Context: an optimization exercise on an open-source flow, tuned for small area, a short achievable clock period and few clock cycles. The choices shown serve that exercise and are no tape-out recipe.
At most, simulation tests tie the RTL to the original design; equivalence was not proved.
Function not checked in run 1: the RTL went through the layout flow alone.
Power is estimated from default activity; no workload was simulated.

$ cat config.mk
export PLATFORM = sky130hd
export DESIGN_NAME = conv2d_engine
export DESIGN_NICKNAME = conv2d_engine
export VERILOG_FILES = /design/flow/design.v
export SDC_FILE = /design/flow/constraint.sdc
export NUM_CORES = 4
export LEC_CHECK = 0
export CAP_MARGIN = 20
export CORE_MARGIN = 2
export CORE_UTILIZATION = 40
export SLEW_MARGIN = 20
$ cat constraint.sdc
create_clock -name core_clock -period 11.0 [get_ports {clk}]
set_input_delay 2.2000 -clock core_clock [delete_from_list [all_inputs] [get_ports {clk}]]
set_output_delay 2.2000 -clock core_clock [all_outputs]
set_load 0.01 [all_outputs]
$ cat design.v
module mul8cs(input [7:0] a, input [7:0] b, output [15:0] s, output [15:0] c);
    wire t1 = ~(~(a[0] & b[6]) ^ ~(a[1] & b[5]));
    wire t2 = ~(a[0] & b[6]) | ~(a[1] & b[5]);
    wire t3 = ~(a[0] & b[7]) ^ ~(a[1] & b[6]) ^ ~(a[2] & b[5]);
    wire t4 = (~(a[0] & b[7]) & ~(a[1] & b[6])) | (~(a[2] & b[5]) & (~(a[0] & b[7]) ^ ~(a[1] & b[6])));
    wire t5 = ~(~(a[3] & b[4]) ^ ~(a[4] & b[3]));
    wire t6 = ~(a[3] & b[4]) | ~(a[4] & b[3]);
    wire t7 = ~(a[1] & b[7]) ^ ~(a[2] & b[6]) ^ ~(a[3] & b[5]);
    wire t8 = (~(a[1] & b[7]) & ~(a[2] & b[6])) | (~(a[3] & b[5]) & (~(a[1] & b[7]) ^ ~(a[2] & b[6])));
    wire t9 = ~(~(a[4] & b[4]) ^ ~(a[5] & b[3]));
    wire t10 = ~(a[4] & b[4]) | ~(a[5] & b[3]);
    wire t11 = ~(a[2] & b[7]) ^ ~(a[3] & b[6]) ^ ~(a[4] & b[5]);
    wire t12 = (~(a[2] & b[7]) & ~(a[3] & b[6])) | (~(a[4] & b[5]) & (~(a[2] & b[7]) ^ ~(a[3] & b[6])));
    wire t13 = ~(~(a[0] & b[4]) ^ ~(a[1] & b[3]));
    wire t14 = ~(a[0] & b[4]) | ~(a[1] & b[3]);
    wire t15 = ~(a[0] & b[5]) ^ ~(a[1] & b[4]) ^ ~(a[2] & b[3]);
    wire t16 = (~(a[0] & b[5]) & ~(a[1] & b[4])) | (~(a[2] & b[3]) & (~(a[0] & b[5]) ^ ~(a[1] & b[4])));
    wire t17 = ~(~(a[3] & b[2]) ^ ~(a[4] & b[1]));
    wire t18 = ~(a[3] & b[2]) | ~(a[4] & b[1]);
    wire t19 = ~(a[2] & b[4]) ^ ~(a[3] & b[3]) ^ ~(a[4] & b[2]);
    wire t20 = (~(a[2] & b[4]) & ~(a[3] & b[3])) | (~(a[4] & b[2]) & (~(a[2] & b[4]) ^ ~(a[3] & b[3])));
    wire t21 = ~(a[5] & b[1]) ^ ~(a[6] & b[0]) ^ t1;
    wire t22 = (~(a[5] & b[1]) & ~(a[6] & b[0])) | (t1 & (~(a[5] & b[1]) ^ ~(a[6] & b[0])));
    wire t23 = ~(a[5] & b[2]) ^ ~(a[6] & b[1]) ^ ~(a[7] & b[0]);
    wire t24 = (~(a[5] & b[2]) & ~(a[6] & b[1])) | (~(a[7] & b[0]) & (~(a[5] & b[2]) ^ ~(a[6] & b[1])));
    wire t25 = t3 ^ t5 ^ t2;
    wire t26 = (t3 & t5) | (t2 & (t3 ^ t5));
    wire t27 = ~(a[6] & b[2]) ^ ~(a[7] & b[1]) ^ t7;
    wire t28 = (~(a[6] & b[2]) & ~(a[7] & b[1])) | (t7 & (~(a[6] & b[2]) ^ ~(a[7] & b[1])));
    wire t29 = t9 ^ t4 ^ t6;
    wire t30 = (t9 & t4) | (t6 & (t9 ^ t4));
    wire t31 = ~(a[5] & b[4]) ^ ~(a[6] & b[3]) ^ ~(a[7] & b[2]);
    wire t32 = (~(a[5] & b[4]) & ~(a[6] & b[3])) | (~(a[7] & b[2]) & (~(a[5] & b[4]) ^ ~(a[6] & b[3])));
    wire t33 = t11 ^ t8 ^ t10;
    wire t34 = (t11 & t8) | (t10 & (t11 ^ t8));
    wire t35 = ~(a[3] & b[7]) ^ ~(a[4] & b[6]) ^ ~(a[5] & b[5]);
    wire t36 = (~(a[3] & b[7]) & ~(a[4] & b[6])) | (~(a[5] & b[5]) & (~(a[3] & b[7]) ^ ~(a[4] & b[6])));
    wire t37 = ~(a[6] & b[4]) ^ ~(a[7] & b[3]) ^ t12;
    wire t38 = (~(a[6] & b[4]) & ~(a[7] & b[3])) | (t12 & (~(a[6] & b[4]) ^ ~(a[7] & b[3])));
    wire t39 = ~(a[4] & b[7]) ^ ~(a[5] & b[6]) ^ ~(a[6] & b[5]);
    wire t40 = (~(a[4] & b[7]) & ~(a[5] & b[6])) | (~(a[6] & b[5]) & (~(a[4] & b[7]) ^ ~(a[5] & b[6])));
    wire t41 = ~(~(a[0] & b[3]) ^ ~(a[1] & b[2]));
    wire t42 = ~(a[0] & b[3]) | ~(a[1] & b[2]);
    wire t43 = ~(a[2] & b[2]) ^ ~(a[3] & b[1]) ^ ~(a[4] & b[0]);
    wire t44 = (~(a[2] & b[2]) & ~(a[3] & b[1])) | (~(a[4] & b[0]) & (~(a[2] & b[2]) ^ ~(a[3] & b[1])));
    wire t45 = ~(a[5] & b[0]) ^ t15 ^ t17;
    wire t46 = (~(a[5] & b[0]) & t15) | (t17 & (~(a[5] & b[0]) ^ t15));
    wire t47 = t19 ^ t21 ^ t16;
    wire t48 = (t19 & t21) | (t16 & (t19 ^ t21));
    wire t49 = t23 ^ t25 ^ t20;
    wire t50 = (t23 & t25) | (t20 & (t23 ^ t25));
    wire t51 = t27 ^ t29 ^ t24;
    wire t52 = (t27 & t29) | (t24 & (t27 ^ t29));
    wire t53 = t31 ^ t33 ^ t28;
    wire t54 = (t31 & t33) | (t28 & (t31 ^ t33));
    wire t55 = t35 ^ t37 ^ t32;
    wire t56 = (t35 & t37) | (t32 & (t35 ^ t37));
    wire t57 = ~(a[7] & b[4]) ^ t39 ^ t36;
    wire t58 = (~(a[7] & b[4]) & t39) | (t36 & (~(a[7] & b[4]) ^ t39));
    wire t59 = ~(a[5] & b[7]) ^ ~(a[6] & b[6]) ^ ~(a[7] & b[5]);
    wire t60 = (~(a[5] & b[7]) & ~(a[6] & b[6])) | (~(a[7] & b[5]) & (~(a[5] & b[7]) ^ ~(a[6] & b[6])));
    wire t61 = ~(~(a[0] & b[2]) ^ ~(a[1] & b[1]));
    wire t62 = ~(a[0] & b[2]) | ~(a[1] & b[1]);
    wire t63 = ~(a[2] & b[1]) ^ ~(a[3] & b[0]) ^ t41;
    wire t64 = (~(a[2] & b[1]) & ~(a[3] & b[0])) | (t41 & (~(a[2] & b[1]) ^ ~(a[3] & b[0])));
    wire t65 = t13 ^ t43 ^ t42;
    wire t66 = (t13 & t43) | (t42 & (t13 ^ t43));
    wire t67 = t14 ^ t45 ^ t44;
    wire t68 = (t14 & t45) | (t44 & (t14 ^ t45));
    wire t69 = t18 ^ t47 ^ t46;
    wire t70 = (t18 & t47) | (t46 & (t18 ^ t47));
    wire t71 = t22 ^ t49 ^ t48;
    wire t72 = (t22 & t49) | (t48 & (t22 ^ t49));
    wire t73 = t26 ^ t51 ^ t50;
    wire t74 = (t26 & t51) | (t50 & (t26 ^ t51));
    wire t75 = t30 ^ t53 ^ t52;
    wire t76 = (t30 & t53) | (t52 & (t30 ^ t53));
    wire t77 = t34 ^ t55 ^ t54;
    wire t78 = (t34 & t55) | (t54 & (t34 ^ t55));
    wire t79 = t38 ^ t57 ^ t56;
    wire t80 = (t38 & t57) | (t56 & (t38 ^ t57));
    wire t81 = t40 ^ t59 ^ t58;
    wire t82 = (t40 & t59) | (t58 & (t40 ^ t59));
    wire t83 = ~(a[6] & b[7]) ^ ~(a[7] & b[6]) ^ t60;
    wire t84 = (~(a[6] & b[7]) & ~(a[7] & b[6])) | (t60 & (~(a[6] & b[7]) ^ ~(a[7] & b[6])));
    assign s[0] = ~(a[0] & b[0]);
    assign c[0] = 1'b1;
    assign s[1] = ~(a[0] & b[1]);
    assign c[1] = ~(a[1] & b[0]);
    assign s[2] = ~(a[2] & b[0]);
    assign c[2] = t61;
    assign s[3] = t63;
    assign c[3] = t62;
    assign s[4] = t65;
    assign c[4] = t64;
    assign s[5] = t67;
    assign c[5] = t66;
    assign s[6] = t69;
    assign c[6] = t68;
    assign s[7] = t71;
    assign c[7] = t70;
    assign s[8] = t73;
    assign c[8] = t72;
    assign s[9] = t75;
    assign c[9] = t74;
    assign s[10] = t77;
    assign c[10] = t76;
    assign s[11] = t79;
    assign c[11] = t78;
    assign s[12] = t81;
    assign c[12] = t80;
    assign s[13] = t83;
    assign c[13] = t82;
    assign s[14] = ~(a[7] & b[7]);
    assign c[14] = t84;
    assign s[15] = 1'b1;
    assign c[15] = 1'b1;
endmodule
`timescale 1ns / 1ps
module convolution(
    input clk,
    input rst,
    input [7:0] pix,            
    input [71:0] kernel,
    input [1:0] ph,             
    output [19:0] sum
    );
    reg [7:0] px;
    reg [7:0] w0, w1, w2;
    always @(posedge clk) begin
        px <= pix;
        case (ph)
            2'd1: begin w0 <= kernel[7:0];   w1 <= kernel[15:8];  w2 <= kernel[23:16]; end
            2'd2: begin w0 <= kernel[31:24]; w1 <= kernel[39:32]; w2 <= kernel[47:40]; end
            default: begin w0 <= kernel[55:48]; w1 <= kernel[63:56]; w2 <= kernel[71:64]; end
        endcase
    end
    wire [15:0] ps0n, pc0n, ps1n, pc1n, ps2n, pc2n;
    wire [15:0] ps0 = ~ps0n, pc0 = ~pc0n, ps1 = ~ps1n, pc1 = ~pc1n, ps2 = ~ps2n, pc2 = ~pc2n;
    mul8cs m0(.a(px), .b(w0), .s(ps0n), .c(pc0n));
    mul8cs m1(.a(px), .b(w1), .s(ps1n), .c(pc1n));
    mul8cs m2(.a(px), .b(w2), .s(ps2n), .c(pc2n));
    reg [15:0] qs0, qc0, qs1, qc1, qs2, qc2;
    always @(posedge clk) begin
        qs0 <= ps0; qc0 <= pc0;
        qs1 <= ps1; qc1 <= pc1;
        qs2 <= ps2; qc2 <= pc2;
    end
    reg first0, first1, first2;
    always @(posedge clk) begin
        first0 <= (ph == 2'd2);
        first1 <= ph[1];
        first2 <= (ph == 2'd2) & ~rst;
    end
    reg [17:0] s0;
    reg [18:0] s1;
    reg [19:0] s2;
    always @(posedge clk) begin
        s0 <= (first0 ? 18'd0 : s0) + qs0 + qc0;
        s1 <= (first1 ? {1'b0, s0} : s1) + qs1 + qc1;
        s2 <= (first2 ? {1'b0, s1} : s2) + qs2 + qc2;
    end
    assign sum = s2;
endmodule
`timescale 1ns / 1ps
module controller_fsm(
    input clk,
    input rst,
    input start,
    output reg rd,
    output reg [14:0] addr,
    output reg [1:0] ph,
    output reg result_valid,
    output reg done
    );
    reg [7:0] k;
    reg busy;                   
    wire last_rd = (addr == 15'd16899);
    wire k_end = (k == 8'd127);  
    wire out = busy && (ph == 2'd2) && !k[7];
    always @(posedge clk) begin
        if (rst) begin
            rd <= 1'b0;
            busy <= 1'b0;
            done <= 1'b0;
            result_valid <= 1'b0;
        end else begin
            result_valid <= out;
            if (start) begin
                rd <= 1'b1;
                busy <= 1'b1;
                done <= 1'b0;
            end else begin
                if (last_rd) rd <= 1'b0;
                if (out && k_end && !rd) begin
                    busy <= 1'b0;
                    done <= 1'b1;
                end
            end
        end
    end
    always @(posedge clk) begin
        if (start) begin
            addr <= 15'd0;
            ph <= 2'd0;
            k <= 8'd253;
        end else begin
            ph <= (ph == 2'd2) ? 2'd0 : ph + 2'd1;
            if (ph == 2'd2) begin
                addr <= addr - 15'd259;
                k <= k_end ? 8'd254 : k + 8'd1;
            end else begin
                addr <= addr + 15'd130;
            end
        end
    end
endmodule
`timescale 1ns / 1ps
module conv2d_engine(
    input clk,
    input rst,                  
    input start,                
    input [71:0] kernel,        
    output mem_rd,              
    output [14:0] mem_addr,     
    input [7:0] mem_rdata,      
    output [23:0] result,       
    output result_valid,        
    output done                 
    );
    wire [1:0]  ph;
    wire [19:0] sum;
    controller_fsm ctrl(
        .clk(clk), .rst(rst), .start(start),
        .rd(mem_rd), .addr(mem_addr), .ph(ph),
        .result_valid(result_valid), .done(done)
    );
    convolution conv(
        .clk(clk), .rst(rst), .pix(mem_rdata), .kernel(kernel), .ph(ph), .sum(sum)
    );
    assign result = {4'd0, sum};
endmodule
$ cat flow/run.sh
#!/bin/bash
# The standard layout (the standard.sh, standard synthesis unchanged), with
# the ORFS settings listed in flow/vars.txt added to its make command line:
# repair_timing aims at a setup slack margin; the clock period and the
# constraints are unchanged.
set -euo pipefail
mapfile -t VARS < <(grep -v '^#' flow/vars.txt | grep .)
bash standard.sh "${VARS[@]}" finish > flow_make.log 2>&1
$ cat flow/vars.txt
SETUP_SLACK_MARGIN=7.7
BUFFER_PORTS_ARGS=-buffer_cell sky130_fd_sc_hd__buf_1
CTS_BUF_LIST=sky130_fd_sc_hd__clkbuf_16
CTS_CLUSTER_SIZE=25
CTS_CLUSTER_DIAMETER=60
CORE_UTILIZATION=70
$ cat standard.sh
#!/bin/bash
# synth_recipe.tcl (not shown) runs the flow's synth.tcl, then flattens the netlist and writes it again
# the make line also repeats each setting of config.mk as NAME=value (left out here)
make -C /OpenROAD-flow-scripts/flow DESIGN_CONFIG=/design/flow/config.mk WORK_HOME=/design/flow/orfs CLKGATE_MAP_FILE= SYNTH_SCRIPT=/design/flow/synth_recipe.tcl "${@:-finish}"
==> results of run 1 <==
-- what timing repair did --
| action | in CTS | in global routing |
|---|---|---|
| pin swaps | 6 | 4 |
| gates resized for setup | 29 | 24 |
| endpoints found under the setup margin | 37 | 25 |
| gates cloned | 1 | 0 |
| buffers inserted | 5 | 2 |
| hold buffers | 0 | 0 |
-- placed cells by master, fill, tap and decap left out, types with 5 or more instances in the layout --
cell type	netlist	final
dfxtp_1	208	191
xor2_1	18	18
buf_4	4	13
mux2_2	33	33
a211oi_1	13	12
and2_1	93	93
dfxtp_2	0	10
clkbuf_16	0	17
inv_1	125	125
nor2b_1	26	25
o31ai_1	10	8
o21ai_0	47	44
nor2_1	57	57
nor3_1	13	12
a22oi_1	26	26
or3_1	7	7
nand2_1	158	158
a31oi_1	5	5
nand4_1	6	6
clkbuf_2	0	5
xnor2_1	37	37
buf_1	1	115
nand2b_1	5	5
nand3_1	15	15
dfxtp_4	0	7
fa_1	150	149
and3_1	5	5
ha_1	75	72
a21o_1	17	17
o21a_1	10	10
a21oi_1	45	44
-- area by class of cell --
class,count,area [µm²],area share (%)
antenna,1,2.50,0.0174
clock buffer,17,425,2.95
clock inverter,11,139,0.963
inverter,125,469,3.25
multi-input combinational,929,8280,57.4
sequential,208,4200,29.2
tap,229,287,1.99
timing repair buffer,136,614,4.26
-- power by group through the flow --
stage / logic, mW / clock network (mW) / registers (mW)
after floorplan: 2.50 / 0 / 1.27
after global placement: 3.00 / 0 / 1.37
after detailed placement: 3.12 / 0 / 1.37
after CTS: 3.23 / 0.640 / 1.36
after global routing: 3.76 / 0.669 / 1.39
final: 3.32 / 0.629 / 1.36
-- layer usage --
| layer | wire length, µm | global-route usage (%) |
|---|---|---|
| met5 | 0 | 0 |
| met4 | 777 | 7.87 |
| met3 | 2100 | 3.97 |
| met2 | 13600 | 51.2 |
| met1 | 12400 | 42.3 |
-- per-stage QoR --
stage                     instance area, µm²  power [mW]  instances
after detailed placement               13600        4.49       1619
final                                  14400        5.31       1656
after CTS                              14300        5.23       1653
after global routing                   14400        5.82       1656
after floorplan                        13000        3.77       1305
after global placement                 13600        4.37       1619
-- how the worst max path moves through the flow --
stage | cells past startpoint | slack, ns | from | to
5_1_grt | 9 | 7.66 | conv.first2$_DFF_P_ | conv.s2[14]$_DFF_P_
4_1_cts | 1 | 7.71 | ctrl.addr[6]$_SDFF_PP0_ | mem_addr[6]
3_5_place_dp | 9 | 7.24 | conv.first2$_DFF_P_ | conv.s2[17]$_DFF_P_
6_report | 1 | 7.74 | ctrl.addr[1]$_SDFF_PP0_ | mem_addr[1]
2_1_floorplan | 11 | 7.71 | conv.first1$_DFF_P_ | conv.s1[17]$_DFF_P_
3_3_place_gp | 9 | 7.38 | conv.first2$_DFF_P_ | conv.s2[17]$_DFF_P_
-- logic make-up after synthesis --
kind of cell	after synthesis	share of synthesized area [%]
and+or+nand+nor	401	15.1
adders and majority gates	225	30.4
xor gates and xnor gates	55	3.71
AOI/OAI and AO/OA	208	10.6
other	1	0.0289
muxes	36	3.10
DFF	208	32.1
buffers and inverters	168	4.99
-- flip-flops by register name (all words and copies together) (netlist names), 2 cells and up --
register and flops:
conv.s2 20, ctrl.k 8, conv.w0 8, conv.px 8, conv.qs2 15, conv.s1 19
conv.w1 8, ctrl.ph 2, conv.qs1 15, conv.qc1 14, conv.qc0 14, conv.s0 18
conv.qc2 14, ctrl.addr 15, conv.qs0 15, conv.w2 8
==> results.txt, run 1 <==
* Static leakage at 6.19 nW
* Reg-to-Reg Start: conv.first1$_DFF_P_
* Total GRT Usage at between 30% and 40%
* Slowest Stage Delay on Critical Path at about 0.41 ns
* Most common cell in the netlist: dfxtp_1
* Number of synthesized flops with an enable pin at 0
* CTS tree: built
* Vias after detailed routing at approximately 9.6k
* Seq/Total Area, Yosys at around a third
* Final setup margin at 7.74 ns
* Most frequent cells after synthesis: dfxtp_1 (208), nand2_1 (158), fa_1 (150)
* GPL Wtd Cong at 0.893
* End of the worst hold path: conv.first1$_DFF_P_
* Hold Path Class: register to register
* Reg-to-reg endpoint: conv.s1[17]$_DFF_P_
* H-tree depth at 1
* Core Region at between 0.015 and 0.02 mm²
* Layout cell share with drive strength beyond 1 at under 10%
* Pwr dens at 368 mW/mm²
* Final hold violation count at 0
* Die height at between 100 and 150 µm
* Port-buffer cells at 120
* Crit-path max FO at 7
* Largest cells by area after synthesis: dfxtp_1 (32%), fa_1 (23%), ha_1 (7.2%)
* DR iter-0 viols at 634
* CP max-delay cell: dfxtp_2
* Seq pwr share at approximately 26%
* CTS Buf Count at 16
* Setup slack after placement at approximately 7.2 ns
* Worst Hold Depth at 0
* Setup_tns at 0 ns
* Sw Ratio at roughly 45%
* Max_slew headroom at 25.0%
* Synth Instances at 1302
* Post-layout min period at around 3.3 ns
* Seq cells post-synth at roughly 210
* CP top delay family: flip-flops
* Syn_area_per_cell at 9.97 µm²
* Root Driver: clkbuf_16
* Switching Power at 2.40 mW
* # setup viols final at 0
* Ys async rst share at 0%
* Antenna viol nets, final at 0
* Max Slew Vio Count at 0
* Post-synth top area cell: dfxtp_1
* Fin util at between 70% and 80%
* Fill cells at roughly 1.2k
* Total wire length at 28900 µm
* Std cell rows at between 40 and 50
* Distinct cells, synth at 63
* Synth Warn # at 2
* RSZ-0062 raised after global routing: yes
* Measured slew at the worst slew-check pin at approximately 1.1 ns
* Worst skew pair latency at 0.50 ns
* Avg Vias per Cell at 5.78
* Pre-Repair DR Iteration Count at 20
* Die width at about 140 µm
* Period utilization at slightly below 30%
* Post-DP HPWL at about 21000 µm
* Synth top area share at about a third
* Startpoint class of the critical path: register
* R2R depth at 13
* Clk sinks at between 200 and 250
* Global-route wire length before repair at 48000 µm
* Clock buffer depth at 3
* Worst R2R Setup Slack at approximately 7.8 ns
* Clock Skews at between 0.015 and 0.02 ns
* Logic pwr share at between 60% and 70%
* Avg WL per Cell at roughly 17 µm
* Max Cap Viol at 0
* Clock Power Share at a little under an eighth
* Grt total ovfl at 0
* Worst Path Required at about 9 ns
* CTS clock-pin slew for the worst setup and hold paths at about 0.080 ns
* DRC viols at 0
* Buf/Inv on CP at 1
* Min Hold Slack at ~0.38 ns
* Pint at about 2.9 mW
* Initial antenna violation count at 1
* Vias in the first global route at between 9k and 10k
* IO Pins at roughly 130
* Largest net degree at the start of global routing at 50
* Mapped Area at approximately 0.013 mm²
* CP arrival at ~1.1 ns
* Hold_sp: ctrl.ph[1]$_SDFF_PP0_
* Crit end category: output port
* Crit path cell chain: buf_1
* Layout Nets at approximately 1.7k
* Run status: no timing/DRC/antenna violations
* Crit Path Category: register to output port
* Starting Density at between 70% and 80%
* Layout area overhead at 11.1%
* IR Drop Worst-Case VDD at around 0.19 mV
* Primary FF master, synth: dfxtp_1
* Die area at just under 0.02 mm²
* Maximum clock rate at just over 0.3 GHz
==> inputs of run 2 (changes only) <==
--- a/design.v
+++ b/design.v
@@ -117,4 +117,203 @@
     assign c[15] = 1'b1;
 endmodule
+module add18_bk(input [17:0] a, b, output [17:0] y);
+    wire [17:0] p = a ^ b;
+    wire [17:0] g = a & b;
+    wire G1 = g[1] | (p[1] & g[0]);
+    wire G2 = g[3] | (p[3] & g[2]);
+    wire P2 = p[3] & p[2];
+    wire G3 = g[5] | (p[5] & g[4]);
+    wire P3 = p[5] & p[4];
+    wire G4 = g[7] | (p[7] & g[6]);
+    wire P4 = p[7] & p[6];
+    wire G5 = g[9] | (p[9] & g[8]);
+    wire P5 = p[9] & p[8];
+    wire G6 = g[11] | (p[11] & g[10]);
+    wire P6 = p[11] & p[10];
+    wire G7 = g[13] | (p[13] & g[12]);
+    wire P7 = p[13] & p[12];
+    wire G8 = g[15] | (p[15] & g[14]);
+    wire P8 = p[15] & p[14];
+    wire G9 = g[17] | (p[17] & g[16]);
+    wire P9 = p[17] & p[16];
+    wire G10 = G2 | (P2 & G1);
+    wire G11 = G4 | (P4 & G3);
+    wire P11 = P4 & P3;
+    wire G12 = G6 | (P6 & G5);
+    wire P12 = P6 & P5;
+    wire G13 = G8 | (P8 & G7);
+    wire P13 = P8 & P7;
+    wire G14 = G11 | (P11 & G10);
+    wire G15 = G13 | (P13 & G12);
+    wire P15 = P13 & P12;
+    wire G16 = G15 | (P15 & G14);
+    wire G17 = G12 | (P12 & G14);
+    wire G18 = G3 | (P3 & G10);
+    wire G19 = G5 | (P5 & G14);
+    wire G20 = G7 | (P7 & G17);
+    wire G21 = G9 | (P9 & G16);
+    wire G22 = g[2] | (p[2] & G1);
+    wire G23 = g[4] | (p[4] & G10);
+    wire G24 = g[6] | (p[6] & G18);
+    wire G25 = g[8] | (p[8] & G14);
+    wire G26 = g[10] | (p[10] & G19);
+    wire G27 = g[12] | (p[12] & G17);
+    wire G28 = g[14] | (p[14] & G20);
+    wire G29 = g[16] | (p[16] & G16);
+    assign y[0] = p[0];
+    assign y[1] = p[1] ^ g[0];
+    assign y[2] = p[2] ^ G1;
+    assign y[3] = p[3] ^ G22;
+    assign y[4] = p[4] ^ G10;
+    assign y[5] = p[5] ^ G23;
+    assign y[6] = p[6] ^ G18;
+    assign y[7] = p[7] ^ G24;
+    assign y[8] = p[8] ^ G14;
+    assign y[9] = p[9] ^ G25;
+    assign y[10] = p[10] ^ G19;
+    assign y[11] = p[11] ^ G26;
+    assign y[12] = p[12] ^ G17;
+    assign y[13] = p[13] ^ G27;
+    assign y[14] = p[14] ^ G20;
+    assign y[15] = p[15] ^ G28;
+    assign y[16] = p[16] ^ G16;
+    assign y[17] = p[17] ^ G29;
+endmodule
+module add19_bk(input [18:0] a, b, output [18:0] y);
+    wire [18:0] p = a ^ b;
+    wire [18:0] g = a & b;
+    wire G1 = g[1] | (p[1] & g[0]);
+    wire G2 = g[3] | (p[3] & g[2]);
+    wire P2 = p[3] & p[2];
+    wire G3 = g[5] | (p[5] & g[4]);
+    wire P3 = p[5] & p[4];
+    wire G4 = g[7] | (p[7] & g[6]);
+    wire P4 = p[7] & p[6];
+    wire G5 = g[9] | (p[9] & g[8]);
+    wire P5 = p[9] & p[8];
+    wire G6 = g[11] | (p[11] & g[10]);
+    wire P6 = p[11] & p[10];
+    wire G7 = g[13] | (p[13] & g[12]);
+    wire P7 = p[13] & p[12];
+    wire G8 = g[15] | (p[15] & g[14]);
+    wire P8 = p[15] & p[14];
+    wire G9 = g[17] | (p[17] & g[16]);
+    wire P9 = p[17] & p[16];
+    wire G10 = G2 | (P2 & G1);
+    wire G11 = G4 | (P4 & G3);
+    wire P11 = P4 & P3;
+    wire G12 = G6 | (P6 & G5);
+    wire P12 = P6 & P5;
+    wire G13 = G8 | (P8 & G7);
+    wire P13 = P8 & P7;
+    wire G14 = G11 | (P11 & G10);
+    wire G15 = G13 | (P13 & G12);
+    wire P15 = P13 & P12;
+    wire G16 = G15 | (P15 & G14);
+    wire G17 = G12 | (P12 & G14);
+    wire G18 = G3 | (P3 & G10);
+    wire G19 = G5 | (P5 & G14);
+    wire G20 = G7 | (P7 & G17);
+    wire G21 = G9 | (P9 & G16);
+    wire G22 = g[2] | (p[2] & G1);
+    wire G23 = g[4] | (p[4] & G10);
+    wire G24 = g[6] | (p[6] & G18);
+    wire G25 = g[8] | (p[8] & G14);
+    wire G26 = g[10] | (p[10] & G19);
+    wire G27 = g[12] | (p[12] & G17);
+    wire G28 = g[14] | (p[14] & G20);
+    wire G29 = g[16] | (p[16] & G16);
+    wire G30 = g[18] | (p[18] & G21);
+    assign y[0] = p[0];
+    assign y[1] = p[1] ^ g[0];
+    assign y[2] = p[2] ^ G1;
+    assign y[3] = p[3] ^ G22;
+    assign y[4] = p[4] ^ G10;
+    assign y[5] = p[5] ^ G23;
+    assign y[6] = p[6] ^ G18;
+    assign y[7] = p[7] ^ G24;
+    assign y[8] = p[8] ^ G14;
+    assign y[9] = p[9] ^ G25;
+    assign y[10] = p[10] ^ G19;
+    assign y[11] = p[11] ^ G26;
+    assign y[12] = p[12] ^ G17;
+    assign y[13] = p[13] ^ G27;
+    assign y[14] = p[14] ^ G20;
+    assign y[15] = p[15] ^ G28;
+    assign y[16] = p[16] ^ G16;
+    assign y[17] = p[17] ^ G29;
+    assign y[18] = p[18] ^ G21;
+endmodule
+module add20_bk(input [19:0] a, b, output [19:0] y);
+    wire [19:0] p = a ^ b;
+    wire [19:0] g = a & b;
+    wire G1 = g[1] | (p[1] & g[0]);
+    wire G2 = g[3] | (p[3] & g[2]);
+    wire P2 = p[3] & p[2];
+    wire G3 = g[5] | (p[5] & g[4]);
+    wire P3 = p[5] & p[4];
+    wire G4 = g[7] | (p[7] & g[6]);
+    wire P4 = p[7] & p[6];
+    wire G5 = g[9] | (p[9] & g[8]);
+    wire P5 = p[9] & p[8];
+    wire G6 = g[11] | (p[11] & g[10]);
+    wire P6 = p[11] & p[10];
+    wire G7 = g[13] | (p[13] & g[12]);
+    wire P7 = p[13] & p[12];
+    wire G8 = g[15] | (p[15] & g[14]);
+    wire P8 = p[15] & p[14];
+    wire G9 = g[17] | (p[17] & g[16]);
+    wire P9 = p[17] & p[16];
+    wire G10 = g[19] | (p[19] & g[18]);
+    wire P10 = p[19] & p[18];
+    wire G11 = G2 | (P2 & G1);
+    wire G12 = G4 | (P4 & G3);
+    wire P12 = P4 & P3;
+    wire G13 = G6 | (P6 & G5);
+    wire P13 = P6 & P5;
+    wire G14 = G8 | (P8 & G7);
+    wire P14 = P8 & P7;
+    wire G15 = G10 | (P10 & G9);
+    wire P15 = P10 & P9;
+    wire G16 = G12 | (P12 & G11);
+    wire G17 = G14 | (P14 & G13);
+    wire P17 = P14 & P13;
+    wire G18 = G17 | (P17 & G16);
+    wire G19 = G13 | (P13 & G16);
+    wire G20 = G15 | (P15 & G18);
+    wire G21 = G3 | (P3 & G11);
+    wire G22 = G5 | (P5 & G16);
+    wire G23 = G7 | (P7 & G19);
+    wire G24 = G9 | (P9 & G18);
+    wire G25 = g[2] | (p[2] & G1);
+    wire G26 = g[4] | (p[4] & G11);
+    wire G27 = g[6] | (p[6] & G21);
+    wire G28 = g[8] | (p[8] & G16);
+    wire G29 = g[10] | (p[10] & G22);
+    wire G30 = g[12] | (p[12] & G19);
+    wire G31 = g[14] | (p[14] & G23);
+    wire G32 = g[16] | (p[16] & G18);
+    wire G33 = g[18] | (p[18] & G24);
+    assign y[0] = p[0];
+    assign y[1] = p[1] ^ g[0];
+    assign y[2] = p[2] ^ G1;
+    assign y[3] = p[3] ^ G25;
+    assign y[4] = p[4] ^ G11;
+    assign y[5] = p[5] ^ G26;
+    assign y[6] = p[6] ^ G21;
+    assign y[7] = p[7] ^ G27;
+    assign y[8] = p[8] ^ G16;
+    assign y[9] = p[9] ^ G28;
+    assign y[10] = p[10] ^ G22;
+    assign y[11] = p[11] ^ G29;
+    assign y[12] = p[12] ^ G19;
+    assign y[13] = p[13] ^ G30;
+    assign y[14] = p[14] ^ G23;
+    assign y[15] = p[15] ^ G31;
+    assign y[16] = p[16] ^ G18;
+    assign y[17] = p[17] ^ G32;
+    assign y[18] = p[18] ^ G24;
+    assign y[19] = p[19] ^ G33;
+endmodule
 `timescale 1ns / 1ps
 module convolution(
@@ -156,11 +355,30 @@
     reg [18:0] s1;
     reg [19:0] s2;
+    wire [17:0] b0 = first0 ? 18'd0 : s0;
+    wire [18:0] b1 = first1 ? {1'b0, s0} : s1;
+    wire [19:0] b2 = first2 ? {1'b0, s1} : s2;
+    wire [17:0] x0, y0, n0;
+    wire [18:0] x1, y1, n1;
+    wire [19:0] x2, y2, n2;
+    csa3 #(18) c0(.a(b0), .b({2'd0, qs0}), .c({2'd0, qc0}), .s(x0), .co(y0));
+    csa3 #(19) c1(.a(b1), .b({3'd0, qs1}), .c({3'd0, qc1}), .s(x1), .co(y1));
+    csa3 #(20) c2(.a(b2), .b({4'd0, qs2}), .c({4'd0, qc2}), .s(x2), .co(y2));
+    add18_bk a0(.a(x0), .b({y0[16:0], 1'b0}), .y(n0));
+    add19_bk a1(.a(x1), .b({y1[17:0], 1'b0}), .y(n1));
+    add20_bk a2(.a(x2), .b({y2[18:0], 1'b0}), .y(n2));
     always @(posedge clk) begin
-        s0 <= (first0 ? 18'd0 : s0) + qs0 + qc0;
-        s1 <= (first1 ? {1'b0, s0} : s1) + qs1 + qc1;
-        s2 <= (first2 ? {1'b0, s1} : s2) + qs2 + qc2;
+        s0 <= n0;
+        s1 <= n1;
+        s2 <= n2;
     end
     assign sum = s2;
 endmodule
+module csa3 #(parameter N = 8) (
+    input [N-1:0] a, b, c,
+    output [N-1:0] s, co
+    );
+    assign s = a ^ b ^ c;
+    assign co = (a & b) | (c & (a ^ b));
+endmodule
 `timescale 1ns / 1ps
 module controller_fsm(
==> flow/vars.txt (replaced) <==
SETUP_SLACK_MARGIN=7.93
BUFFER_PORTS_ARGS=-buffer_cell sky130_fd_sc_hd__buf_1
CTS_BUF_LIST=sky130_fd_sc_hd__clkbuf_16
CTS_CLUSTER_SIZE=25
CTS_CLUSTER_DIAMETER=60
CORE_UTILIZATION=70
==> results.txt, run 2 <==
* CTS Hold Bufs at 0 (unchanged)
* Seq/Total Area, Yosys at 32.7% (+0.64 points)
* Reg-to-Reg Start: conv.first2$_DFF_P_
* Post-synth top area cell: dfxtp_1
* Worst Setup EP: conv.s2[19]$_DFF_P_
* Vias after detailed routing at 9246 (-3.5%)
* Critical Path Start: conv.first2$_DFF_P_
* Post-DP HPWL at 20000 µm (-5.6%)
* Maximum clock rate at 0.306 GHz (about the same)
* CTS Buf Count at 17 (+1)
* Crit-path max FO at 7 (unchanged)
* CP top delay family: adder cells
* Seq cells post-synth at 208 (unchanged)
* RSZ-0062 raised after global routing: yes
* Die height at 139 µm (-0.95%)
* Std cell rows at 49 (unchanged)
* DR iter-0 viols at 525 (-17%)
* Register area at 0.00426 mm² (+1.4%)
* Starting Density at 71.1% (-0.67 points)
* Clk sinks at 208 (unchanged)
* Commonest non-fill, non-tap cells in the layout: inv_1 (196), nand2_1 (175), dfxtp_1 (165)
* Biggest register: conv.s2
* Max Cap Viol at 0 (unchanged)
* Final instance area at 0.0152 mm² (+5.7%)
* Crit path cell chain: buf_4 > mux2i_2 > fa_1 > inv_1 > ha_1 > a21oi_1 > o21ai_2 > o31ai_4 > o21a_1 > a31oi_2 > and3_1 > ha_1 > xnor2_1
* Most frequent cells after synthesis: dfxtp_1 (208), inv_1 (202), nand2_1 (175)
* Clock buffer depth at 3 (unchanged)
* IR Drop Worst-Case VDD at 0.269 mV (+40%)
* CP Depth at 13 (+12)
* Grt total ovfl at 0 (unchanged)
* Global-route wire length before repair at 47000 µm (-2.1%)
* Commonest non-fill, non-tap cell in the layout: inv_1
* Buf/Inv on CP at 2 (+1)
* Min Hold Slack at 0.382 ns (-0.000344 ns)
* Avg WL per Cell at 18.4 µm (+5.5%)
* Power Total at 5.23 mW (-1.5%)
* Clock Skews at 0.0360 ns (+0.0206 ns)
* Avg Vias per Cell at 5.56 (-3.9%)
* Ys async rst share at 0% (unchanged)
* Worst Path Required at 11.40 ns (+2.60 ns)
* Setup_tns at 0 ns (unchanged)
* Fill cells at 964 (-21%)
* CP arrival at 3.66 ns (+2.60 ns)
* Max FFs per register at 20 (unchanged)
* Antenna Cells at 0 (-1)
* Largest cells by area after synthesis: dfxtp_1 (33%), fa_1 (26%), ha_1 (7.8%)
* Measured slew at the worst slew-check pin at 0.924 ns (-0.199 ns)
* Root Driver: clkbuf_16
* Max_slew headroom at 38.4% (+13 points)
* Layout cell share with drive strength beyond 1 at 19.0% (+10 points)
* Total GRT Usage at 30.5% (+0.072 points)
* Run status: no timing/DRC/antenna violations
* Worst Hold Depth at 0 (unchanged)
* Die width at 139 µm (-0.95%)
* Antenna viol nets, final at 0 (unchanged)
* Slowest Stage Delay on Critical Path at 0.47 ns (+0.06 ns)
* Layout area overhead at 19.8%
* Crit end category: register
* Worst skew pair latency at 0.51 ns (about the same)
* Final hold violation count at 0 (unchanged)
* Total wire length at 30600 µm (+6.0%)
* IO Pins at 125 (unchanged)
* CP max-delay cell: fa_1
* Largest regs: conv.s2: 20 flops, conv.s1: 19 flops, conv.s0: 18 flops
* Worst R2R Setup Slack at 7.73 ns (-0.02 ns)
* Synth Warn # at 2 (unchanged)
* CTS tree: built
* Port-buffer cells at 120 (unchanged)
* Primary FF master, synth: dfxtp_1
* Syn_area_per_cell at 10.2 µm² (+2.0%)
* Largest net degree at the start of global routing at 44 (-12%)
* H-tree depth at 1 (unchanged)
* Crit Path Category: register to register
* Most Frequent Cell on Critical Path: ha_1
* Static leakage at 6.78 nW (+9.6%)
* Synth top area share at 32.7% (+0.64 points)
* Reg-to-reg endpoint: conv.s2[19]$_DFF_P_
* GPL Wtd Cong at 0.837 (-6.3%)
* Synth Instances at 1251 (-3.9%)
* Placed Instance Area at 0.0134 mm² (-1.3%)
* Vias in the first global route at 9681 (-0.95%)
* Initial antenna violation count at 0 (-1)
* Max Slew Vio Count at 0 (unchanged)
* Layout Nets at 1754 (+1.7%)
* Distinct cells, synth at 53 (-16%)
* # setup viols final at 0 (unchanged)
* R2R depth at 13 (unchanged)
* Hold Path Class: register to register
* Number of synthesized flops with an enable pin at 0 (unchanged)
* CTS clock-pin slew for the worst setup and hold paths at 0.08 ns (about the same)
* Mapped Area at 0.0127 mm² (-1.9%)
* Pre-Repair DR Iteration Count at 7 (-65%)
* Startpoint class of the critical path: register
* Most common cell in the netlist: dfxtp_1
* DRC viols at 0 (unchanged)
* Post-layout min period at 3.27 ns (+0.00284 ns)
* Die area at 0.0193 mm² (-1.9%)
* Multi-input logic area at 0.00799 mm² (-3.5%)
* Period utilization at 29.7% (about the same)
* Core Region at 0.0179 mm² (-1.0%)
* Pwr dens at 343 mW/mm² (-6.8%)
==> run 2: cell types whose count changed after synthesis, moves of 9 or more <==
cell,change
inv_1,+77
and2_1,-31
a21oi_1,-23
nor2_1,-20
fa_1,+18
nand2_1,+17
nor2b_1,-12
xnor2_1,-12
o21ai_0,-11
mux2i_1,+10
nand3_1,-10
a21o_1,-9
mux2_2,-9
==> run 2: final cells by class <==
| class | instances | share of cell area [%] |
|---|---|---|
| flip-flops and latches | 208 | 28.0 |
| clock buffers | 17 | 2.79 |
| clock inverters | 13 | 0.870 |
| multi-input cells | 801 | 52.4 |
| repair buffers | 194 | 9.13 |
| well taps | 229 | 1.88 |
| inverters | 202 | 4.98 |
==> run 2: routing by layer <==
metal,up-vias,share of wire (%),global-route usage [%]
li1,4262,-,-
met1,4572,39,38.2
met2,342,52,56.0
met3,70,6.3,4.77
met4,0,2.6,7.07
met5,-,0,0
==> run 2: logic make-up (layout without fill, tap and decap cells) <==
| kind of cell | Yosys count | after routing | synth area share [%] |
|---|---|---|---|
| other cells | 1 | 4 | 0.0295 |
| fa+ha+maj | 247 | 247 | 34.2 |
| xor+xnor | 43 | 43 | 2.96 |
| buf+inv | 245 | 426 | 7.41 |
| flops | 208 | 208 | 32.7 |
| mux | 37 | 37 | 3.15 |
| compound gates | 130 | 130 | 6.77 |
| simple gates | 340 | 340 | 12.8 |
==> run 2: power breakdown <==
part	switching [mW]	internal (mW)
Clock	0.315	0.303
Sequential	0.259	1.11
Combinational	1.68	1.57
==> run 2: worst register-to-register path: stages (launching register included) <==
cell,delay [ns]
dfxtp_4,0.43
buf_4,0.15
mux2i_2,0.26
fa_1,0.47
inv_1,0.08
ha_1,0.29
a21oi_1,0.19
o21ai_2,0.11
o31ai_4,0.32
o21a_1,0.23
a31oi_2,0.12
and3_1,0.19
ha_1,0.21
xnor2_1,0.13
==> run 2: worst min-delay path by stage <==
stage                                      from  slack, ns                  end
after floorplan           ctrl.ph[1]$_SDFF_PP0_       0.35  conv.first1$_DFF_P_
after global placement    ctrl.ph[1]$_SDFF_PP0_       0.37  conv.first1$_DFF_P_
after detailed placement  ctrl.ph[1]$_SDFF_PP0_       0.37  conv.first1$_DFF_P_
after CTS                 ctrl.ph[1]$_SDFF_PP0_       0.38  conv.first1$_DFF_P_
after global routing      ctrl.ph[1]$_SDFF_PP0_       0.39  conv.first1$_DFF_P_
final                     ctrl.ph[1]$_SDFF_PP0_       0.38  conv.first1$_DFF_P_
==> run 2: timing repair <==
| item | CTS | global route |
|---|---|---|
| endpoints found under the setup margin | 83 | 66 |
| pin swaps | 24 | 25 |
| setup buffers | 42 | 20 |
| cloned | 1 | 1 |
| gates resized for setup | 158 | 43 |
==> run 2: through the flow <==
stage	util (%)	setup slack (ns)	instances
finish	85.1	7.73	1664
global route	85.1	7.59	1664
CTS	83.0	7.83	1643
detailed placement	75.0	7.45	1570
global placement	75.0	7.53	1570
floorplan	-	7.78	1254
Testbench counts of run 2, summed over its fixed seeds: cycles 399,392.
==> inputs of run 3 (changes only) <==
==> flow/vars.txt (replaced) <==
SETUP_SLACK_MARGIN=7.86
BUFFER_PORTS_ARGS=-buffer_cell sky130_fd_sc_hd__buf_1
CTS_BUF_LIST=sky130_fd_sc_hd__clkbuf_16
CTS_CLUSTER_SIZE=25
CTS_CLUSTER_DIAMETER=60
CORE_UTILIZATION=70
==> results.txt, run 3 <==
* Avg WL per Cell at 18.2 µm (-0.87%)
* Clk sinks at 208 (unchanged)
* Grt met2 use at 53.8% (-2.1 points)
* CTS Hold Bufs at 0 (unchanged)
* Crit end category: register
* Hold Path Class: register to register
* Primary FF master, synth: dfxtp_1
* Distinct cells, synth at 53 (unchanged)
* CP arrival at 3.64 ns (-0.02 ns)
* Max Slew Vio Count at 0 (unchanged)
* Measured slew at the worst slew-check pin at 1.08 ns (+0.152 ns)
* Pwr dens at 343 mW/mm² (-0.25%)
* GPL Wtd Cong at 0.810 (-3.3%)
* Synth top area share at 32.7% (unchanged)
* Synth Instances at 1251 (unchanged)
* Sw Ratio at 43.4% (+0.35 points)
* Layout cell share with drive strength beyond 1 at 16.9% (-2.1 points)
* Number of synthesized flops with an enable pin at 0 (unchanged)
* Clock buffer depth at 3 (unchanged)
* IR Drop Worst-Case VDD at 0.294 mV (+9.4%)
* Crit-path max FO at 8 (+1)
* M1 GR Usage at 40.7% (+2.5 points)
* Synth Warn # at 2 (unchanged)
* Std cell rows at 49 (unchanged)
* Port-buffer cells at 120 (unchanged)
* Root Driver: clkbuf_16
* Clock Power Share at 12.3% (+0.5 points)
* CTS tree: built
* Worst skew pair latency at 0.49 ns (-0.02 ns)
* IO Pins at 125 (unchanged)
* Total GRT Usage at 30.5% (-0.047 points)
* Avg Vias per Cell at 5.54 (-0.37%)
* Layout Nets at 1736 (-1.0%)
* Power Total at 5.13 mW (-1.9%)
* Worst Path Required at 11.38 ns (-0.02 ns)
* Starting Density at 71.1% (unchanged)
* Pre-Repair DR Iteration Count at 5 (-2)
* Commonest non-fill, non-tap cells in the layout: inv_1 (201), nand2_1 (175), dfxtp_1 (164)
* Run status: no timing/DRC/antenna violations
* Maximum clock rate at 0.307 GHz (+0.11%)
* Antenna Cells at 0 (unchanged)
* Reg-to-reg endpoint: conv.s2[11]$_DFF_P_
* Clock Skews at 0.0218 ns (-0.0142 ns)
* Syn_area_per_cell at 10.2 µm² (unchanged)
* GR peak layer: met2
* Most common cell in the netlist: dfxtp_1
* CTS clock-pin slew for the worst setup and hold paths at 0.09 ns (about the same)
* Antenna viol nets, final at 0 (unchanged)
* Period utilization at 29.7% (-0.033 points)
* H-tree depth at 1 (unchanged)
* Reg-to-Reg Start: conv.first2$_DFF_P_
* Post-synth top area cell: dfxtp_1
* Worst R2R Setup Slack at 7.74 ns (about the same)
* End of the worst hold path: conv.first1$_DFF_P_
* DR iter-0 viols at 586 (+12%)
* Seq cells post-synth at 208 (unchanged)
* Logic pwr share at 61.1% (-1.0 points)
* Global-route wire length before repair at 47400 µm (+0.93%)
* Total wire length at 30000 µm (-2.0%)
* Core Region at 0.0179 mm² (unchanged)
* Max_slew headroom at 28.3% (-10 points)
* DRC viols at 0 (unchanged)
* Largest net degree at the start of global routing at 50 (+14%)
* Hold_sp: ctrl.ph[1]$_SDFF_PP0_
* Die width at 139 µm (unchanged)
* Largest regs: conv.s2: 20 flops, conv.s1: 19 flops, conv.s0: 18 flops
* Pint at 2.91 mW (-2.5%)
* Grt total ovfl at 0 (unchanged)
* Vias in the first global route at 9522 (-1.6%)
* RSZ-0062 raised after global routing: yes
* Die area at 0.0193 mm² (unchanged)
* Post-DP HPWL at 20200 µm (+1.3%)
* Post-layout min period at 3.26 ns (-0.00368 ns)
* Setup_tns at 0 ns (unchanged)
* R2R depth at 12 (-1)
* Met3 usage at 4.32% (-0.45 points)
* Largest cells by area after synthesis: dfxtp_1 (33%), fa_1 (26%), ha_1 (7.8%)
* Switching Power at 2.23 mW (-1.1%)
* # setup viols final at 0 (unchanged)
* Max FFs per register at 20 (unchanged)
* Ys async rst share at 0% (unchanged)
* Static leakage at 6.69 nW (-1.4%)
* Most frequent cells after synthesis: dfxtp_1 (208), inv_1 (202), nand2_1 (175)
* Startpoint class of the critical path: register
* Crit Path Category: register to register
* Layout area overhead at 17.8%
* Die height at 139 µm (unchanged)
* Worst Hold Depth at 0 (unchanged)
* Biggest register: conv.s2
* Seq pwr share at 26.7% (+0.6 points)
* Vias after detailed routing at 9107 (-1.5%)
* Max Cap Viol at 0 (unchanged)
* Mapped Area at 0.0127 mm² (unchanged)
* Final hold violation count at 0 (unchanged)
* CTS Buf Count at 17 (unchanged)
* Initial antenna violation count at 0 (unchanged)
* Fin util at 83.7% (-1.4 points)
* Commonest non-fill, non-tap cell in the layout: inv_1
* Seq/Total Area, Yosys at 32.7% (unchanged)
## run 3: worst max path at each step
stage	startpoint	to	slack [ns]	cells past startpoint
after floorplan	conv.first0$_DFF_P_	conv.s0[15]$_DFF_P_	7.78	13
after global placement	conv.first2$_DFF_P_	conv.s2[15]$_DFF_P_	7.56	10
after detailed placement	start	ctrl.k[2]$_SDFFE_PP1P_	7.52	3
after CTS	ctrl.addr[11]$_SDFF_PP0_	mem_addr[11]	7.81	1
after global routing	conv.first2$_DFF_P_	conv.s2[19]$_DFF_P_	7.65	12
final	conv.first2$_DFF_P_	conv.s2[11]$_DFF_P_	7.74	12
## run 3: logic make-up (layout without fill, tap and decap cells)
logic type                 after synthesis  after routing  share of synthesized area [%]
AOI/OAI and AO/OA                      130            130                           6.77
xor gates and xnor gates                43             43                           2.96
muxes                                   37             37                           3.15
and+or+nand+nor                        340            340                           12.8
buffers and inverters                  245            407                           7.41
adders and majority gates              247            247                           34.2
other                                    1              4                         0.0295
DFF                                    208            208                           32.7
## run 3: repair_timing
item	in CTS	in global routing
gates cloned	1	0
gates resized for setup	153	27
setup endpoints to repair	83	64
pin swaps	15	15
setup buffers	41	7
## run 3: metrics by stage
step | instances | hold WS [ns] | area (µm²) | setup WS (ns)
after floorplan | 1254 | 0.355 | 12800 | 7.78
after global placement | 1567 | 0.366 | 13400 | 7.56
after detailed placement | 1567 | 0.366 | 13400 | 7.52
after CTS | 1638 | 0.372 | 14800 | 7.81
after global routing | 1645 | 0.380 | 15000 | 7.65
final | 1645 | 0.372 | 15000 | 7.74
## run 3: final cells by class
type | count | area [µm²]
clock buffers | 17 | 425
clock inverters | 12 | 158
fillers | 1051 | 2910
inverters | 202 | 758
multi-input cells | 801 | 7890
flip-flops and latches | 208 | 4260
well taps | 229 | 287
repair buffers | 176 | 1210
## run 3: per-layer routing
metal | wire (µm) | part of all wire, % | vias up
li1 | - | - | 4219
met3 | 1920 | 6.4 | 62
met1 | 12100 | 40 | 4462
met5 | 0 | 0 | -
met4 | 737 | 2.5 | 0
met2 | 15300 | 51 | 364
## run 3: critical path, cell delays in order (launching register included)
cell,delay (ns)
dfxtp_4,0.46
mux2i_1,0.33
fa_1,0.48
inv_1,0.10
ha_1,0.28
a21oi_1,0.23
o21ai_2,0.12
o31ai_4,0.24
nor2_1,0.08
o21ai_1,0.21
nand2b_1,0.11
fa_2,0.35
xor2_1,0.17
## run 3: power groups by stage
| stage | combinational (mW) | sequential [mW] | clock [mW] |
|---|---|---|---|
| CTS | 2.89 | 1.36 | 0.644 |
| floorplan | 2.05 | 1.27 | 0 |
| global placement | 2.43 | 1.37 | 0 |
| finish | 3.14 | 1.37 | 0.630 |
| detailed placement | 2.58 | 1.37 | 0 |
| global route | 3.55 | 1.40 | 0.671 |
==> inputs of run 4 (changes only) <==
==> flow/vars.txt (replaced) <==
SETUP_SLACK_MARGIN=7.82
BUFFER_PORTS_ARGS=-buffer_cell sky130_fd_sc_hd__buf_1
CTS_BUF_LIST=sky130_fd_sc_hd__clkbuf_16
CTS_CLUSTER_SIZE=25
CTS_CLUSTER_DIAMETER=60
CORE_UTILIZATION=70
==> results.txt, run 4 <==
* Run status: no timing/DRC/antenna violations
* Layout Nets at 1728 (-0.46%)
* Commonest non-fill, non-tap cell in the layout: inv_1
* H-tree depth at 1 (unchanged)
* Port-buffer cells at 120 (unchanged)
* DR iter-0 viols at 416 (-29%)
* Most Frequent Cell on Critical Path: o41a_1
* Avg Vias per Cell at 5.52 (-0.38%)
* Synth Warn # at 2 (unchanged)
* Final hold violation count at 0 (unchanged)
* Clock buffer depth at 3 (unchanged)
* Worst skew pair latency at 0.49 ns (about the same)
* Distinct cells, synth at 53 (unchanged)
* M1 GR Usage at 36.8% (-3.9 points)
* Measured slew at the worst slew-check pin at 1.14 ns (+0.0604 ns)
* IO Pins at 125 (unchanged)
* Post-synth top area cell: dfxtp_1
* Root Driver: clkbuf_16
* CP max-delay cell: fa_1
* CP top delay family: compound AO/OA/AOI/OAI gates
* Pre-Repair DR Iteration Count at 6 (+1)
* Placed Cells at 1570 (+0.19%)
* Clock Skews at 0.0135 ns (-0.00826 ns)
* Startpoint class of the critical path: register
* Global-route wire length before repair at 45000 µm (-5.1%)
* Largest net degree at the start of global routing at 50 (unchanged)
* Initial antenna violation count at 0 (unchanged)
* Layout cell share with drive strength beyond 1 at 15.6% (-1.2 points)
* DRC viols at 0 (unchanged)
* RSZ-0062 raised after global routing: yes
* Commonest non-fill, non-tap cells in the layout: inv_1 (200), nand2_1 (175), dfxtp_1 (171)
* Antenna Cells at 0 (unchanged)
* Met3 usage at 5.35% (+1.0 points)
* Final cell count without fillers at 1636 (-0.55%)
* Worst Path Required at 11.38 ns (about the same)
* Fill cells at 1087 (+3.4%)
* Most common cell in the netlist: dfxtp_1
* Hold_sp: ctrl.ph[1]$_SDFF_PP0_
* CTS clock-pin slew for the worst setup and hold paths at 0.09 ns (about the same)
* Maximum clock rate at 0.312 GHz (+1.8%)
* GPL Wtd Cong at 0.873 (+7.8%)
* Std cell rows at 49 (unchanged)
* Largest cells by area after synthesis: dfxtp_1 (33%), fa_1 (26%), ha_1 (7.8%)
* End of the worst hold path: conv.first1$_DFF_P_
* Ys async rst share at 0% (unchanged)
* Pwr dens at 335 mW/mm² (-2.3%)
* Crit Path Category: register to register
* Antenna viol nets, final at 0 (unchanged)
* Period utilization at 29.1% (-0.52 points)
* IR Drop Worst-Case VDD at 0.245 mV (-17%)
* Max FFs per register at 20 (unchanged)
* CTS Hold Bufs at 0 (unchanged)
* Worst Hold Depth at 0 (unchanged)
* Worst R2R Setup Slack at 7.80 ns (+0.06 ns)
* Crit path cell chain: buf_6 > nand2b_4 > fa_1 > inv_2 > ha_4 > and4_1 > a21o_1 > o41a_1 > o41a_1 > ha_2 > xnor2_2
* Reg-to-reg endpoint: conv.s0[17]$_DFF_P_
* R2R depth at 11 (-1)
* Grt met2 use at 51.2% (-2.7 points)
* Total GRT Usage at 29.0% (-1.5 points)
* Grt total ovfl at 0 (unchanged)
* Register area at 0.00424 mm² (-0.32%)
* Slowest Stage Delay on Critical Path at 0.54 ns (+0.06 ns)
* Largest regs: conv.s2: 20 flops, conv.s1: 19 flops, conv.s0: 18 flops
* Core Region at 0.0179 mm² (unchanged)
* Vias in the first global route at 9439 (-0.87%)
* Die width at 139 µm (unchanged)
* Buf/Inv on CP at 2 (+1)
* Layout area overhead at 16.0%
* Multi-input logic area at 0.00784 mm² (-0.62%)
* Die area at 0.0193 mm² (unchanged)
* CTS tree: built
* CTS Buf Count at 17 (unchanged)
* Total wire length at 27900 µm (-7.1%)
* Die height at 139 µm (unchanged)
* Synth Instances at 1251 (unchanged)
* Reg-to-Reg Start: conv.first0$_DFF_P_
* Crit-path max FO at 8 (unchanged)
* # setup viols final at 0 (unchanged)
* Most frequent cells after synthesis: dfxtp_1 (208), inv_1 (202), nand2_1 (175)
* Hold Path Class: register to register
* Static leakage at 6.63 nW (-0.91%)
* Primary FF master, synth: dfxtp_1
* Vias after detailed routing at 9023 (-0.92%)
* Power Total at 4.94 mW (-3.8%)
* CP arrival at 3.58 ns (-0.06 ns)
* Clk sinks at 208 (unchanged)
* GR peak layer: met2
* Crit end category: register
* Mapped Area at 0.0127 mm² (unchanged)
* Setup_tns at 0 ns (unchanged)
* Max Cap Viol at 0 (unchanged)
* Seq cells post-synth at 208 (unchanged)
* Number of synthesized flops with an enable pin at 0 (unchanged)
* Syn_area_per_cell at 10.2 µm² (unchanged)
* Post-layout min period at 3.20 ns (-0.0571 ns)
* Synth top area share at 32.7% (unchanged)
* Post-DP HPWL at 20000 µm (-1.1%)
* Max Slew Vio Count at 0 (unchanged)
* Seq/Total Area, Yosys at 32.7% (unchanged)
* Starting Density at 71.1% (unchanged)
* Avg WL per Cell at 17.0 µm (-6.6%)
* Biggest register: conv.s2
* Max_slew headroom at 24.2% (-4.0 points)
[run 4: final cells by class]
type                            count  area share (%)
Clock buffer                       17            2.88
Clock inverter                     11            1.09
Inverter                          202            5.14
Multi-Input combinational cell    801            53.2
Sequential cell                   208            28.8
Tap cell                          229            1.94
Timing Repair Buffer              168            7.02
[run 4: routing by layer]
layer	share of wire (%)	wire, µm	vias up
li1	-	-	4197
met1	41	11300	4480
met5	0	0	-
met4	2.5	703	0
met3	6.2	1730	61
met2	51	14100	285
[run 4: what timing repair did]
item	CTS	global route
gates cloned	2	0
pin swaps	13	22
endpoints found under the setup margin	72	42
buffers inserted	22	14
resized for setup	106	38
[run 4: worst max path at each step]
stage                                         to  cells past startpoint                    start  slack (ns)
after floorplan              conv.s0[15]$_DFF_P_                     13      conv.first0$_DFF_P_        7.78
after global placement    ctrl.k[2]$_SDFFE_PP1P_                      3                    start        7.58
after detailed placement  ctrl.k[2]$_SDFFE_PP1P_                      3                    start        7.50
after CTS                            mem_addr[8]                      1  ctrl.addr[8]$_SDFF_PP0_        7.68
after global routing         conv.s2[19]$_DFF_P_                     13      conv.first2$_DFF_P_        7.64
final                        conv.s0[17]$_DFF_P_                     11      conv.first0$_DFF_P_        7.80
[run 4: through the flow]
| stage | setup WS [ns] | hold slack (ns) | utilization (%) | cell area (µm²) |
|---|---|---|---|---|
| final | 7.80 | 0.389 | 82.4 | 14800 |
| after global routing | 7.64 | 0.408 | 82.4 | 14800 |
| after CTS | 7.68 | 0.396 | 80.9 | 14500 |
| after detailed placement | 7.50 | 0.390 | 74.9 | 13400 |
| after global placement | 7.58 | 0.384 | 74.9 | 13400 |
| after floorplan | 7.78 | 0.355 | - | 12800 |
[run 4: where the power goes]
| part | switching (mW) | internal (mW) | leakage [nW] | total (mW) |
|---|---|---|---|---|
| Sequential | 0.247 | 1.10 | 1.75 | 1.35 |
| Combinational | 1.55 | 1.39 | 4.59 | 2.94 |
| Clock | 0.316 | 0.331 | 0.287 | 0.647 |
[run 4: logic make-up after synthesis]
group | count (synthesis) | synth area share (%)
XOR/XNOR | 43 | 2.96
flip-flops | 208 | 32.7
adder cells (fa/ha/maj) | 247 | 34.2
buffers and inverters | 245 | 7.41
AND/OR/NAND/NOR | 340 | 12.8
AO/OA/AOI/OAI | 130 | 6.77
multiplexers | 37 | 3.15
other | 1 | 0.0295
==> inputs of run 5 (changes only) <==
==> flow/vars.txt (replaced) <==
SETUP_SLACK_MARGIN=7.74
BUFFER_PORTS_ARGS=-buffer_cell sky130_fd_sc_hd__buf_1
CTS_BUF_LIST=sky130_fd_sc_hd__clkbuf_16
CTS_CLUSTER_SIZE=25
CTS_CLUSTER_DIAMETER=60
CORE_UTILIZATION=70
==> results.txt, run 5 <==
* Post-synth top area cell: dfxtp_1
* Std cell rows at 49 (unchanged)
* Power Total at 4.88 mW (-1.2%)
* Crit Path Category: register to output port
* # setup viols final at 0 (unchanged)
* Post-layout min period at 3.24 ns (+0.0397 ns)
* DR iter-0 viols at 482 (+16%)
* Initial antenna violation count at 0 (unchanged)
* Layout Nets at 1709 (-1.1%)
* Die width at 139 µm (unchanged)
* Clock Skews at 0.0321 ns (+0.0186 ns)
* Maximum clock rate at 0.308 GHz (-1.2%)
* Vias in the first global route at 9012 (-4.5%)
* Seq cells post-synth at 208 (unchanged)
* Simple-gate share of the synthesized area at 12.8% (unchanged)
* Synth Warn # at 2 (unchanged)
* CTS clock-pin slew for the worst setup and hold paths at 0.08 ns (about the same)
* Clk sinks at 208 (unchanged)
* Largest regs: conv.s2: 20 flops, conv.s1: 19 flops, conv.s0: 18 flops
* Max Slew Vio Count at 0 (unchanged)
* Most frequent cells after synthesis: dfxtp_1 (208), inv_1 (202), nand2_1 (175)
* Measured slew at the worst slew-check pin at 1.15 ns (+0.0113 ns)
* Die height at 139 µm (unchanged)
* Hold Path Class: register to register
* Final hold violation count at 0 (unchanged)
* Port-buffer cells at 120 (unchanged)
* Vias after detailed routing at 8811 (-2.3%)
* Primary FF master, synth: dfxtp_1
* Avg Vias per Cell at 5.44 (-1.4%)
* Synth Instances at 1251 (unchanged)
* Mapped Area at 0.0127 mm² (unchanged)
* H-tree depth at 1 (unchanged)
* Startpoint class of the critical path: register
* Crit end category: output port
* Pwr dens at 337 mW/mm² (+0.59%)
* Max FFs per register at 20 (unchanged)
* Post-DP HPWL at 19800 µm (-1.0%)
* Root Driver: clkbuf_16
* CP arrival at 1.04 ns (-2.54 ns)
* Max Cap Viol at 0 (unchanged)
* Fin util at 80.9% (-1.5 points)
* Post-synthesis mux area share at 3.15% (unchanged)
* Final cell count without fillers at 1620 (-0.98%)
* Post-Synth XOR/XNOR Area at 2.96% (unchanged)
* Largest cells by area after synthesis: dfxtp_1 (33%), fa_1 (26%), ha_1 (7.8%)
* RSZ-0062 raised after global routing: yes
* IR Drop Worst-Case VDD at 0.277 mV (+13%)
* Setup slack after placement at 7.52 ns (+0.0151 ns)
* Final instance area at 0.0145 mm² (-1.8%)
* Antenna viol nets, final at 0 (unchanged)
* Core Region at 0.0179 mm² (unchanged)
* Layout cell share with drive strength beyond 1 at 11.1% (-4.5 points)
* Synth Area in Compound Gates at 6.77% (unchanged)
* Most common cell in the netlist: dfxtp_1
* Worst Path Required at 8.80 ns (-2.58 ns)
* Buf/Inv on CP at 1 (-1)
* Max_slew headroom at 23.4% (-0.86 points)
* Period utilization at 29.5% (+0.36 points)
* Crit-path max FO at 2 (-6)
* Ys async rst share at 0% (unchanged)
* Min Hold Slack at 0.373 ns (-0.0160 ns)
* Crit path cell chain: clkbuf_2
* Layout area overhead at 13.8%
* Multi-input logic area at 0.00778 mm² (-0.81%)
* Grt total ovfl at 0 (unchanged)
* Antenna Cells at 0 (unchanged)
* Commonest non-fill, non-tap cells in the layout: inv_1 (202), dfxtp_1 (187), nand2_1 (175)
* Setup_tns at 0 ns (unchanged)
* Register area at 0.00422 mm² (-0.65%)
* Worst skew pair latency at 0.51 ns (+0.02 ns)
* CTS Hold Bufs at 0 (unchanged)
* Placed Cells at 1565 (-0.32%)
* Run status: no timing/DRC/antenna violations
* Static leakage at 6.47 nW (-2.4%)
* CTS Buf Count at 19 (+2)
* CP max-delay cell: dfxtp_1
* IO Pins at 125 (unchanged)
* Total wire length at 27300 µm (-2.0%)
* Fill cells at 1154 (+6.2%)
* Largest net degree at the start of global routing at 50 (unchanged)
* Number of synthesized flops with an enable pin at 0 (unchanged)
* GPL Wtd Cong at 0.845 (-3.2%)
* Synth top area share at 32.7% (unchanged)
* Biggest register: conv.s2
* DRC viols at 0 (unchanged)
* Placed Instance Area at 0.0134 mm² (-0.37%)
* Distinct cells, synth at 53 (unchanged)
* Syn_area_per_cell at 10.2 µm² (unchanged)
* Starting Density at 71.1% (unchanged)
* Avg WL per Cell at 16.9 µm (-1.0%)
* Global-route wire length before repair at 44100 µm (-1.9%)
* CP top delay family: flip-flops
* Synthesized-area fraction occupied by adder cells at 34.2% (unchanged)
* Slowest Stage Delay on Critical Path at 0.39 ns (-0.15 ns)
* Die area at 0.0193 mm² (unchanged)
* Final setup margin at 7.76 ns (-0.0397 ns)
* Pre-Repair DR Iteration Count at 5 (-1)
* Main combinational cell family by area after synthesis: adder cells
* CTS tree: built
* Clock buffer depth at 3 (unchanged)
* Seq/Total Area, Yosys at 32.7% (unchanged)
* Total GRT Usage at 28.5% (-0.52 points)
* Commonest non-fill, non-tap cell in the layout: inv_1
==> run 5: changes by cell type in the layout (fill, tap and decap cells not counted), sizes merged <==
cell,change
clkbuf,+12
buf,-31
clkinv,+4
bufinv,+1
inv,-3
clkinvlp,+1
==> run 5: kinds of logic after synthesis <==
group                      Yosys count
and+or+nand+nor                    340
adders and majority gates          247
buffers and inverters              245
DFF                                208
AOI/OAI and AO/OA                  130
xor gates and xnor gates            43
muxes                               37
other                                1
==> run 5: final timing paths <==
path                                            end             startpoint  depth (start not counted)  slack, ns
worst max-delay path                      result[1]     conv.s2[1]$_DFF_P_                          1       7.76
worst min-delay path            conv.first1$_DFF_P_  ctrl.ph[1]$_SDFF_PP0_                          0       0.37
worst min register to register  conv.first1$_DFF_P_  ctrl.ph[1]$_SDFF_PP0_                          0       0.37
worst max register to register  conv.s2[15]$_DFF_P_    conv.first2$_DFF_P_                         12       7.80
==> run 5: power breakdown <==
group	internal (mW)	switching, mW	total, mW
combinational	1.30	1.49	2.79
sequential	1.10	0.270	1.37
clock	0.387	0.331	0.717
total	2.78	2.09	4.88
==> run 5: area by class of cell <==
| type | instances | share of cell area, % |
|---|---|---|
| repair buffers | 147 | 5.22 |
| clock buffers | 19 | 3.28 |
| well taps | 229 | 1.98 |
| flip-flops and latches | 208 | 29.1 |
| clock inverters | 14 | 1.47 |
| multi-input cells | 801 | 53.7 |
| inverters | 202 | 5.24 |
==> run 5: metal layers <==
layer  up-vias  wire length, µm  global-route usage [%]
met5         -                0                       0
met4         0              561                    6.75
met3        40             1800                    3.94
met2       305            13200                    47.8
met1      4306            11700                    39.9
li1       4160                -                       -
==> run 5: timing repair <==
| action | 4_1_cts | 5_1_grt |
|---|---|---|
| buffers inserted | 5 | 15 |
| setup endpoints to repair | 44 | 32 |
| gates cloned | 2 | 0 |
| pin swaps | 1 | 17 |
| resized for setup | 39 | 41 |

separate check: timing with driven ports:
How much do the figures lean on ideal ports? The routed layouts below were timed once more, with nothing changed but the port constraints. Step 1 assumes that a clkbuf_16 drives the clock port and a buf_2 every other input. Step 2 also shifts input and output timing later by t, the mid clock arrival at the registers, as if the neighbouring blocks saw the same clock. Three values: no drivers, after step 1, after step 2; two values: the first two.
run | t (ns) | setup WS [ns] | worst setup path at the end | latest minus earliest clock arrival (ns)
run 1 | 0.538 | 7.737 / 7.689 / 7.533 | input to register | 0.016 / 0.016
run 2 | 0.532 | 7.734 / 7.734 / 7.734 | register to register | 0.037 / 0.037
run 3 | 0.524 | 7.738 / 7.738 / 7.462 | input to register | 0.023 / 0.023
run 4 | 0.524 | 7.795 / 7.781 / 7.441 | input to register | 0.015 / 0.015
run 5 | 0.536 | 7.755 / 7.709 / 7.784 | input to register | 0.032 / 0.032
After both steps setup and hold are still met in every run listed. The setup slack of run 4, which loses most, moves by -0.014 ns with the drivers and by -0.354 ns with both steps.
